Background: an optimization exercise with open tools, aiming at small area, a short achievable clock period and few clock cycles per item. Do not read the settings as production practice.
At most, simulation tests tie the RTL to the original design; equivalence was not proved.
For run 1, only the layout was checked, not whether the RTL still works.
No activity file was given, so power comes from the tool's default toggle rates.

==> flow/design.v, too long to show whole: its modules and the start of the top module <==
// module seq_mult_16bit: 1529 lines
module seq_mult_16bit (
    input  wire         clk,
    input  wire         rst_n,
    input  wire         start,
    input  wire [15:0]  a_in,
    input  wire [15:0]  b_in,
    output wire [31:0]  p_out,
    output reg          done
);
  // ...
==> flow/flow/run.sh <==
#!/bin/bash
set -euo pipefail
cd "$(dirname "$0")/.."
GRT_SETUP_MARGIN=0.6
bash standard.sh \
  "BUFFER_PORTS_ARGS=-buffer_cell sky130_fd_sc_hd__buf_2" \
  "SYNTH_ARGS=-noabc" \
  cts > flow_make_cts.log 2>&1
bash standard.sh \
  "BUFFER_PORTS_ARGS=-buffer_cell sky130_fd_sc_hd__buf_2" \
  "SYNTH_ARGS=-noabc" \
  "SETUP_SLACK_MARGIN=$GRT_SETUP_MARGIN" \
  finish > flow_make.log 2>&1
==> flow/standard.sh <==
#!/bin/bash
# synth_recipe.tcl (not shown) runs the flow's synth.tcl, then flattens the netlist and writes it again
# the make line also repeats each setting of config.mk as NAME=value (left out here)
make -C /OpenROAD-flow-scripts/flow DESIGN_CONFIG=/design/flow/config.mk WORK_HOME=/design/flow/orfs CLKGATE_MAP_FILE= SYNTH_SCRIPT=/design/flow/synth_recipe.tcl "${@:-finish}"
==> flow/config.mk <==
export PLATFORM = sky130hd
export DESIGN_NAME = seq_mult_16bit
export DESIGN_NICKNAME = seq_mult_16bit
export VERILOG_FILES = /design/flow/design.v
export SDC_FILE = /design/flow/constraint.sdc
export NUM_CORES = 4
export LEC_CHECK = 0
export ABC_AREA = 1
export CAP_MARGIN = 20
export CORE_MARGIN = 2
export CORE_UTILIZATION = 55
export CTS_BUF_LIST = sky130_fd_sc_hd__clkbuf_4 sky130_fd_sc_hd__clkbuf_8
export CTS_CLUSTER_DIAMETER = 100
export CTS_CLUSTER_SIZE = 32
export SETUP_SLACK_MARGIN = 1.0
export SLEW_MARGIN = 20
==> flow/constraint.sdc <==
create_clock -name core_clock -period 4.5 [get_ports {clk}]
set_input_delay 0.9000 -clock core_clock [delete_from_list [all_inputs] [get_ports {clk}]]
set_output_delay 0.9000 -clock core_clock [all_outputs]
set_load 0.01 [all_outputs]
==> impl_metrics.tcl, run 1 <==
set metrics [dict create \
    avgSynthCellArea_um2 9.73 \
    top_register "r0_q" \
    dpl.hpwl_um 15000 \
    num_vias 5503 \
    nFillCells 1195 \
    arrival_ns 3.81 \
    nNonClkInverters 68 \
    min_period_ns 3.57 \
    p_seq_share_pct 20.3 \
    grt_pass1_vias 5617 \
    die_y_um 121 \
    layout.nets 992 \
    port_buffers 67 \
    status "timing/DRC/antenna clean" \
    place.gp.congestion 0.946 \
    area_dominant_class "multi-input gates" \
    seq_cell_count 62 \
    initialDrtViolationCount 346 \
    cp-startpoint "b_in[6]" \
    swShare_pct 46.1 \
    synth_compound_area_share_pct 12.1 \
    seq_area_share_pct 15.2 \
    final_cell_mix "xnor2_1, o22ai_1, fa_1" \
    clk_pin_slew_ns 0.06 \
    crit_fanout 17 \
    wl_met3_um 1260 \
    p_switching_mw 2.20 \
    synth-main-ff-cell "dfxtp_1" \
    cts_tree "built" \
    maxPowerGroup "combinational logic" \
    cts_htree_levels 3 \
    crit_slowest_cell "fa_1" \
    crit_cells 8 \
    clock_path_buffers 2 \
    netlist_instances 776 \
    firstDrtPassIters 4 \
    grt_busiest_layer "met2" \
    timing.fmax_mhz 280 \
    layout.nonclk_buf_share_pct 6.92 \
    initial_core_util_pct 56.6 \
    tightest_slew_ns 0.663 \
]
==> run 2: changes to the inputs <==
--- a/flow/design.v
+++ b/flow/design.v
@@ -519,18 +519,18 @@
     wire c357;
     wire s358;
     wire c359;
     wire s360;
     wire c361;
     wire s362;
     wire c363;
     assign bo0 = b_in[0] ^ 1'b0;
-    assign bt0 = ~bo0 & (b_in[1] ^ b_in[0]);
-    assign bn0 = b_in[1] & (bo0 | bt0);
+    assign bt0 = (b_in[1] & ~b_in[0] & ~1'b0) | (~b_in[1] & b_in[0] & 1'b0);
+    assign bn0 = b_in[1] & ~(b_in[0] & 1'b0);
     assign ax0_0 = a_in[0] ^ b_in[1];
     assign ax0_1 = a_in[1] ^ b_in[1];
     assign ax0_2 = a_in[2] ^ b_in[1];
     assign ax0_3 = a_in[3] ^ b_in[1];
     assign ax0_4 = a_in[4] ^ b_in[1];
     assign ax0_5 = a_in[5] ^ b_in[1];
     assign ax0_6 = a_in[6] ^ b_in[1];
     assign ax0_7 = a_in[7] ^ b_in[1];
@@ -556,18 +556,18 @@
     assign pp12 = ((bo0 & ax0_11) | (bt0 & ax0_10));
     assign pp13 = ((bo0 & ax0_12) | (bt0 & ax0_11));
     assign pp14 = ((bo0 & ax0_13) | (bt0 & ax0_12));
     assign pp15 = ((bo0 & ax0_14) | (bt0 & ax0_13));
     assign pp16 = ((bo0 & ax0_15) | (bt0 & ax0_14));
     assign sg17 = ((bo0 & ax0_15) | (bt0 & ax0_15));
     assign sn18 = ~sg17;
     assign bo1 = b_in[2] ^ b_in[1];
-    assign bt1 = ~bo1 & (b_in[3] ^ b_in[2]);
-    assign bn1 = b_in[3] & (bo1 | bt1);
+    assign bt1 = (b_in[3] & ~b_in[2] & ~b_in[1]) | (~b_in[3] & b_in[2] & b_in[1]);
+    assign bn1 = b_in[3] & ~(b_in[2] & b_in[1]);
     assign ax1_0 = a_in[0] ^ b_in[3];
     assign ax1_1 = a_in[1] ^ b_in[3];
     assign ax1_2 = a_in[2] ^ b_in[3];
     assign ax1_3 = a_in[3] ^ b_in[3];
     assign ax1_4 = a_in[4] ^ b_in[3];
     assign ax1_5 = a_in[5] ^ b_in[3];
     assign ax1_6 = a_in[6] ^ b_in[3];
     assign ax1_7 = a_in[7] ^ b_in[3];
@@ -592,18 +592,18 @@
     assign pp29 = ((bo1 & ax1_10) | (bt1 & ax1_9));
     assign pp30 = ((bo1 & ax1_11) | (bt1 & ax1_10));
     assign pp31 = ((bo1 & ax1_12) | (bt1 & ax1_11));
     assign pp32 = ((bo1 & ax1_13) | (bt1 & ax1_12));
     assign pp33 = ((bo1 & ax1_14) | (bt1 & ax1_13));
     assign pp34 = ((bo1 & ax1_15) | (bt1 & ax1_14));
     assign sn35 = ~(((bo1 & ax1_15) | (bt1 & ax1_15)));
     assign bo2 = b_in[4] ^ b_in[3];
-    assign bt2 = ~bo2 & (b_in[5] ^ b_in[4]);
-    assign bn2 = b_in[5] & (bo2 | bt2);
+    assign bt2 = (b_in[5] & ~b_in[4] & ~b_in[3]) | (~b_in[5] & b_in[4] & b_in[3]);
+    assign bn2 = b_in[5] & ~(b_in[4] & b_in[3]);
     assign ax2_0 = a_in[0] ^ b_in[5];
     assign ax2_1 = a_in[1] ^ b_in[5];
     assign ax2_2 = a_in[2] ^ b_in[5];
     assign ax2_3 = a_in[3] ^ b_in[5];
     assign ax2_4 = a_in[4] ^ b_in[5];
     assign ax2_5 = a_in[5] ^ b_in[5];
     assign ax2_6 = a_in[6] ^ b_in[5];
     assign ax2_7 = a_in[7] ^ b_in[5];
@@ -628,18 +628,18 @@
     assign pp46 = ((bo2 & ax2_10) | (bt2 & ax2_9));
     assign pp47 = ((bo2 & ax2_11) | (bt2 & ax2_10));
     assign pp48 = ((bo2 & ax2_12) | (bt2 & ax2_11));
     assign pp49 = ((bo2 & ax2_13) | (bt2 & ax2_12));
     assign pp50 = ((bo2 & ax2_14) | (bt2 & ax2_13));
     assign pp51 = ((bo2 & ax2_15) | (bt2 & ax2_14));
     assign sn52 = ~(((bo2 & ax2_15) | (bt2 & ax2_15)));
     assign bo3 = b_in[6] ^ b_in[5];
-    assign bt3 = ~bo3 & (b_in[7] ^ b_in[6]);
-    assign bn3 = b_in[7] & (bo3 | bt3);
+    assign bt3 = (b_in[7] & ~b_in[6] & ~b_in[5]) | (~b_in[7] & b_in[6] & b_in[5]);
+    assign bn3 = b_in[7] & ~(b_in[6] & b_in[5]);
     assign ax3_0 = a_in[0] ^ b_in[7];
     assign ax3_1 = a_in[1] ^ b_in[7];
     assign ax3_2 = a_in[2] ^ b_in[7];
     assign ax3_3 = a_in[3] ^ b_in[7];
     assign ax3_4 = a_in[4] ^ b_in[7];
     assign ax3_5 = a_in[5] ^ b_in[7];
     assign ax3_6 = a_in[6] ^ b_in[7];
     assign ax3_7 = a_in[7] ^ b_in[7];
@@ -664,18 +664,18 @@
     assign pp63 = ((bo3 & ax3_10) | (bt3 & ax3_9));
     assign pp64 = ((bo3 & ax3_11) | (bt3 & ax3_10));
     assign pp65 = ((bo3 & ax3_12) | (bt3 & ax3_11));
     assign pp66 = ((bo3 & ax3_13) | (bt3 & ax3_12));
     assign pp67 = ((bo3 & ax3_14) | (bt3 & ax3_13));
     assign pp68 = ((bo3 & ax3_15) | (bt3 & ax3_14));
     assign sn69 = ~(((bo3 & ax3_15) | (bt3 & ax3_15)));
     assign bo4 = b_in[8] ^ b_in[7];
-    assign bt4 = ~bo4 & (b_in[9] ^ b_in[8]);
-    assign bn4 = b_in[9] & (bo4 | bt4);
+    assign bt4 = (b_in[9] & ~b_in[8] & ~b_in[7]) | (~b_in[9] & b_in[8] & b_in[7]);
+    assign bn4 = b_in[9] & ~(b_in[8] & b_in[7]);
     assign ax4_0 = a_in[0] ^ b_in[9];
     assign ax4_1 = a_in[1] ^ b_in[9];
     assign ax4_2 = a_in[2] ^ b_in[9];
     assign ax4_3 = a_in[3] ^ b_in[9];
     assign ax4_4 = a_in[4] ^ b_in[9];
     assign ax4_5 = a_in[5] ^ b_in[9];
     assign ax4_6 = a_in[6] ^ b_in[9];
     assign ax4_7 = a_in[7] ^ b_in[9];
@@ -700,18 +700,18 @@
     assign pp80 = ((bo4 & ax4_10) | (bt4 & ax4_9));
     assign pp81 = ((bo4 & ax4_11) | (bt4 & ax4_10));
     assign pp82 = ((bo4 & ax4_12) | (bt4 & ax4_11));
     assign pp83 = ((bo4 & ax4_13) | (bt4 & ax4_12));
     assign pp84 = ((bo4 & ax4_14) | (bt4 & ax4_13));
     assign pp85 = ((bo4 & ax4_15) | (bt4 & ax4_14));
     assign sn86 = ~(((bo4 & ax4_15) | (bt4 & ax4_15)));
     assign bo5 = b_in[10] ^ b_in[9];
-    assign bt5 = ~bo5 & (b_in[11] ^ b_in[10]);
-    assign bn5 = b_in[11] & (bo5 | bt5);
+    assign bt5 = (b_in[11] & ~b_in[10] & ~b_in[9]) | (~b_in[11] & b_in[10] & b_in[9]);
+    assign bn5 = b_in[11] & ~(b_in[10] & b_in[9]);
     assign ax5_0 = a_in[0] ^ b_in[11];
     assign ax5_1 = a_in[1] ^ b_in[11];
     assign ax5_2 = a_in[2] ^ b_in[11];
     assign ax5_3 = a_in[3] ^ b_in[11];
     assign ax5_4 = a_in[4] ^ b_in[11];
     assign ax5_5 = a_in[5] ^ b_in[11];
     assign ax5_6 = a_in[6] ^ b_in[11];
     assign ax5_7 = a_in[7] ^ b_in[11];
@@ -736,18 +736,18 @@
     assign pp97 = ((bo5 & ax5_10) | (bt5 & ax5_9));
     assign pp98 = ((bo5 & ax5_11) | (bt5 & ax5_10));
     assign pp99 = ((bo5 & ax5_12) | (bt5 & ax5_11));
     assign pp100 = ((bo5 & ax5_13) | (bt5 & ax5_12));
     assign pp101 = ((bo5 & ax5_14) | (bt5 & ax5_13));
     assign pp102 = ((bo5 & ax5_15) | (bt5 & ax5_14));
     assign sn103 = ~(((bo5 & ax5_15) | (bt5 & ax5_15)));
     assign bo6 = b_in[12] ^ b_in[11];
-    assign bt6 = ~bo6 & (b_in[13] ^ b_in[12]);
-    assign bn6 = b_in[13] & (bo6 | bt6);
+    assign bt6 = (b_in[13] & ~b_in[12] & ~b_in[11]) | (~b_in[13] & b_in[12] & b_in[11]);
+    assign bn6 = b_in[13] & ~(b_in[12] & b_in[11]);
     assign ax6_0 = a_in[0] ^ b_in[13];
     assign ax6_1 = a_in[1] ^ b_in[13];
     assign ax6_2 = a_in[2] ^ b_in[13];
     assign ax6_3 = a_in[3] ^ b_in[13];
     assign ax6_4 = a_in[4] ^ b_in[13];
     assign ax6_5 = a_in[5] ^ b_in[13];
     assign ax6_6 = a_in[6] ^ b_in[13];
     assign ax6_7 = a_in[7] ^ b_in[13];
@@ -772,18 +772,18 @@
     assign pp114 = ((bo6 & ax6_10) | (bt6 & ax6_9));
     assign pp115 = ((bo6 & ax6_11) | (bt6 & ax6_10));
     assign pp116 = ((bo6 & ax6_12) | (bt6 & ax6_11));
     assign pp117 = ((bo6 & ax6_13) | (bt6 & ax6_12));
     assign pp118 = ((bo6 & ax6_14) | (bt6 & ax6_13));
     assign pp119 = ((bo6 & ax6_15) | (bt6 & ax6_14));
     assign sn120 = ~(((bo6 & ax6_15) | (bt6 & ax6_15)));
     assign bo7 = b_in[14] ^ b_in[13];
-    assign bt7 = ~bo7 & (b_in[15] ^ b_in[14]);
-    assign bn7 = b_in[15] & (bo7 | bt7);
+    assign bt7 = (b_in[15] & ~b_in[14] & ~b_in[13]) | (~b_in[15] & b_in[14] & b_in[13]);
+    assign bn7 = b_in[15] & ~(b_in[14] & b_in[13]);
     assign ax7_0 = a_in[0] ^ b_in[15];
     assign ax7_1 = a_in[1] ^ b_in[15];
     assign ax7_2 = a_in[2] ^ b_in[15];
     assign ax7_3 = a_in[3] ^ b_in[15];
     assign ax7_4 = a_in[4] ^ b_in[15];
     assign ax7_5 = a_in[5] ^ b_in[15];
     assign ax7_6 = a_in[6] ^ b_in[15];
     assign ax7_7 = a_in[7] ^ b_in[15];
==> flow/flow/run.sh (replaced) <==
#!/bin/bash
set -euo pipefail
cd "$(dirname "$0")/.."
GRT_SETUP_MARGIN=0.6
RES=orfs/results/${FLOW_PLATFORM:-sky130hd}/seq_mult_16bit/base
VARS=("BUFFER_PORTS_ARGS=-buffer_cell sky130_fd_sc_hd__buf_2" "SYNTH_ARGS=-noabc")
bash standard.sh "${VARS[@]}" synth > flow_make_synth.log 2>&1
cp "$RES/1_2_yosys.v" "$RES/1_2_yosys.pre_fapin.v"
python3 flow/fapin.py "$RES/1_2_yosys.v" > fapin.log 2>&1
rm -f "$RES/1_synth.odb"
bash standard.sh "${VARS[@]}" cts > flow_make_cts.log 2>&1
bash standard.sh "${VARS[@]}" "SETUP_SLACK_MARGIN=$GRT_SETUP_MARGIN" \
  finish > flow_make.log 2>&1
==> flow/flow/fapin.py (new file) <==
#!/usr/bin/env python3
"""fapin.py NETLIST: in a mapped sky130hd netlist, reconnect the three inputs
of every full-adder cell (fa_*) so that the input that arrives last (by a
simple delay model) drives CIN, the fastest input to SUM.  A full adder's
outputs are symmetric in A, B and CIN, so the function is unchanged.
Rewrites NETLIST in place and prints how many cells it changed."""
import re
import sys

path = sys.argv[1]
txt = open(path).read()
inst_re = re.compile(r'(sky130_fd_sc_hd__(\w+))\s+(\S+)\s*\((.*?)\);', re.S)
pin_re = re.compile(r'\.(\w+)\(([^()]*)\)')
OUT = {'X', 'Y', 'Q', 'Q_N', 'SUM', 'COUT', 'HI', 'LO'}
insts = []
drv = {}
for m in inst_re.finditer(txt):
    typ, name, body = m.group(2), m.group(3), m.group(4)
    pins = {p: n.strip() for p, n in pin_re.findall(body)}
    insts.append((m, typ, name, pins))
    for p, n in pins.items():
        if p in OUT:
            drv[n] = len(insts) - 1

FA_D = {'A': 0.50, 'B': 0.50, 'CIN': 0.44}
memo = {}


def delay(typ):
    if typ.startswith(('inv', 'clkinv')):
        return 0.08
    if typ.startswith(('buf', 'clkbuf')):
        return 0.15
    if typ.startswith('ha'):
        return 0.30
    return 0.20


def arr(net):
    if net in memo:
        return memo[net]
    memo[net] = 0.0
    if net not in drv:
        a = 1.1                      # input port through its buffer
    else:
        m, typ, name, pins = insts[drv[net]]
        if typ.startswith(('df', 'sdf')):
            a = 0.35
        else:
            ins = [arr(n) for p, n in pins.items() if p not in OUT and n]
            if typ.startswith('fa'):
                s = sorted(ins)
                a = max(s[0] + FA_D['A'], s[1] + FA_D['B'], s[2] + FA_D['CIN'])
            else:
                a = (max(ins) if ins else 0.0) + delay(typ)
    memo[net] = a
    return a


sys.setrecursionlimit(100000)
changed = 0
out = []
last = 0
for m, typ, name, pins in insts:
    if not typ.startswith('fa_'):
        continue
    nets = [pins['A'], pins['B'], pins['CIN']]
    order = sorted(nets, key=arr)
    new = {'A': order[1], 'B': order[0], 'CIN': order[2]}
    if new == {'A': pins['A'], 'B': pins['B'], 'CIN': pins['CIN']}:
        continue
    body = m.group(4)
    for p in ('A', 'B', 'CIN'):
        body = re.sub(r'\.%s\([^()]*\)' % p, '.%s(@@%s@@)' % (p, p), body, count=1)
    for p in ('A', 'B', 'CIN'):
        body = body.replace('@@%s@@' % p, new[p] + (' ' if new[p].startswith('\\') else ''))
    out.append(txt[last:m.start(4)])
    out.append(body)
    last = m.end(4)
    changed += 1
out.append(txt[last:])
open(path, 'w').write(''.join(out))
print(f"fapin: reconnected {changed} of {sum(1 for i in insts if i[1].startswith('fa_'))} full adders")
==> run 2 against run 1 <==
Effect of this change:
- still clean
- critical path depth unchanged
- sequential share of layout area shrank 0.12 points
- cell count decreased by 0.81%
- combinational power is essentially flat
- synthesized area decreased by 1.6%
- power increased by 1.2%
- clock power up 18%
- utilization increased by 1.5 points
- die area down 1.6%
- wire length decreased by 0.76%
- non-clock buffer count is 1 lower
- sequential cell count unchanged
- largest cell class unchanged
==> impl_metrics.tcl, run 2 <==
set metrics [dict create \
    status "timing/DRC/antenna clean" \
    synth_cell_types 31 \
    grt_util_met2_pct 43.6 \
    nFillCells 1135 \
    firstDrtPassIters 5 \
    finalCritPeriodShare_pct 79.3 \
    die_w_um 120 \
    ios 68 \
    clock-sinks 62 \
    globalRouteOverflowTotal 0 \
    drc_errors 0 \
    reg_top3 "r0_q (31), r1_q (30), done (1)" \
    max_slew_margin_pct 55.8 \
    arrival_ns 3.88 \
    netlist_instances 765 \
    port_buffers 67 \
    num_vias 5387 \
    synth_commonest_cells "fa_1, xnor2_1, o22ai_1" \
    synthArstFlopShare_pct 1.61 \
    critPathKind "in -> reg" \
    die_y_um 120 \
    rsz0062_at_grt "false" \
    timing.fmax_mhz 280 \
    dieArea_mm2 0.0145 \
    cts_inserted_buffers 9 \
    antenna_found_initial 0 \
    final_cell_mix "fa_1, xnor2_1, o22ai_1" \
    ys_seq_area_share_pct 16.8 \
    wl_per_cell_um 18.9 \
    vias_per_cell 5.53 \
    min_period_ns 3.57 \
    p_seq_share_pct 20.1 \
    drt_wl_total_um 18500 \
    drv_cap 0 \
    syn_area_mm2 0.00743 \
    synth_seq_cells 62 \
    drive_gt1_share_pct 25.9 \
    synth_area_leaders "fa_1, dfxtp_1, xnor2_1" \
    setup_tns_ns 0 \
    cts_tree "built" \
    tightest_slew_ns 0.656 \
    cts_htree_levels 3 \
    place.gp.congestion 0.957 \
    clock_path_buffers 2 \
    yosysWarnings 1 \
    root_buffer "clkbuf_8" \
    synth_edf_count 0 \
    final-hold-violation-count 0 \
    initialDrtViolationCount 262 \
    layout.nets 989 \
    cp.required_ns 4.81 \
    grt_pass1_vias 5821 \
    rows 42 \
    clock_power_share_pct 10.8 \
    grt_busiest_layer "met2" \
    synth_top_area_share_pct 28.0 \
    synth_fp_nets 961 \
    powerDensity_mw_per_mm2 579 \
    largest_register_ffs 31 \
    combPwrFrac_pct 69.1 \
    slew_violations 0 \
    synth-main-ff-cell "dfxtp_1" \
    grt_max_degree 18 \
    p_switching_mw 2.20 \
    n_antenna_cell 0 \
    drt.antenna.violating_nets 0 \
    start_kind "input port" \
    met3_usage_pct 5.71 \
    hold_class "in -> async" \
    gr-usage-all-layers_pct 27.7 \
    avgSynthCellArea_um2 9.71 \
    clk_pin_slew_ns 0.07 \
    crit_fanout 10 \
    core_region_area_mm2 0.0132 \
    initial_core_util_pct 56.3 \
    top_register "r0_q" \
    grt_pass1_wl_um 30300 \
    use_met1_pct 39.4 \
    critPathCaptureType "flip-flop" \
    p_int_mw 2.63 \
    yosysTopAreaCell "fa_1" \
    holdWs_ns 0.288 \
    dpl.hpwl_um 14800 \
    areaGrowthSynthToFinish_pct 12.3 \
    swShare_pct 45.5 \
    final_common_cell "fa_1" \
    setup_viol 0 \
    leakage_nw 3.63 \
    synth.most_common_cell "fa_1" \
    peakVddDrop_uv 364 \
]
[run 2: cell count changes in the layout (fill, tap and decap cells not counted), sizes merged, moves of 6 or more]
cell / delta
a22oi: +8
inv: -12
xnor2: -14
o21ai: +10
o22ai: -16
xor2: +6
[run 2: timing repair]
item,4_1_cts,5_1_grt
endpoints found under the hold margin,0,0
endpoints found under the setup margin,33,0
buffers inserted,17,0
hold buffers,0,0
resized for setup,50,0
[run 2: kinds of logic (layout without fill, tap and decap cells)]
| family | Yosys count | after routing | synth area share (%) |
|---|---|---|---|
| simple gates | 106 | 106 | 6.52 |
| buf+inv | 143 | 176 | 9.92 |
| compound gates | 151 | 151 | 12.4 |
| flops | 62 | 62 | 16.8 |
| xor+xnor | 142 | 142 | 16.7 |
| fa+ha+maj | 161 | 161 | 37.6 |
[run 2: layout make-up]
type	count	area, µm²	share of cell area, %
Sequential cell	62	1260	15.1
Timing Repair Buffer	96	559	6.70
Tap cell	176	220	2.64
Inverter	64	265	3.18
Multi-Input combinational cell	560	5840	69.9
Clock buffer	13	166	1.99
Clock inverter	3	42.5	0.510
[run 2: worst max-delay path, cell delays in order]
cell and delay (ns):
buf_4 0.18, ha_2 0.44, clkinv_4 0.13, o21ai_0 0.28, fa_1 0.50, fa_1 0.43, fa_1 0.48, fa_1 0.54
[run 2: layer usage]
metal | share of wire [%] | up-vias
met2 | 45 | 145
met1 | 48 | 2653
met3 | 5.6 | 16
li1 | - | 2573
met5 | 0 | -
met4 | 1.5 | 0
[run 2: per-stage QoR]
stage          instances  power (mW)  area (µm²)  setup WS, ns  util [%]
5_1_grt              974        5.37        8350         0.764      63.3
3_5_place_dp         941        4.12        7750         0.330      58.8
2_1_floorplan        765        3.74        7680         0.994         -
6_report             974        4.83        8350         0.932      63.3
4_1_cts              974        4.87        8350         0.973      63.3
3_3_place_gp         941        4.00        7750         0.413      58.8
[run 2: final timing paths]
kind	startpoint	endpoint	slack, ns
max in group asynchronous	rst_n	done$_DFF_PN0_	4.13
min in group core_clock	start	done$_DFF_PN0_	0.64
min	rst_n	done$_DFF_PN0_	0.29
max	b_in[13]	r1_q[21]$_DFF_P_	0.93
[run 2: power by group through the flow]
stage	Combinational, mW	Clock [mW]	Sequential (mW)
floorplan	2.81	0	0.929
global placement	3.04	0	0.954
detailed placement	3.16	0	0.962
CTS	3.36	0.539	0.975
global route	3.80	0.564	1.00
finish	3.34	0.521	0.970
Testbench counts of run 2, summed over its fixed seeds: cycles 2,400, items 2,400.

==> static timing again, ports no longer ideal <==
Ports are ideal in the flow. The routed layouts listed here were re-timed in OpenROAD.
Step 1: set_driving_cell puts a clkbuf_16 on clk and a buf_2 on each other input, an assumption about the parent block.
Step 2 times the ports against the registers' clock, not the clock port: input delays grow and output delays shrink by t, the midpoint of the rising clock arrivals with the driver on.
Three values: ideal ports, drivers, drivers and shift; two values: the first two.
| run | t (ns) | setup slack, ns | hold slack, ns | slew at the worst register clock pin (ns) | worst slew at a driven data input, ns |
|---|---|---|---|---|---|
| run 1 | 0.401 | 0.931 / 0.936 / 0.547 | 0.292 / 0.276 / 0.677 | 0.07 / 0.07 | 0.03 |
| run 2 | 0.397 | 0.932 / 0.940 / 0.543 | 0.288 / 0.275 / 0.672 | 0.07 / 0.07 | 0.04 |
After both steps setup and hold are still met in every run listed. The setup slack of run 2, which loses most, moves by +0.008 ns with the drivers and by -0.389 ns with both steps.
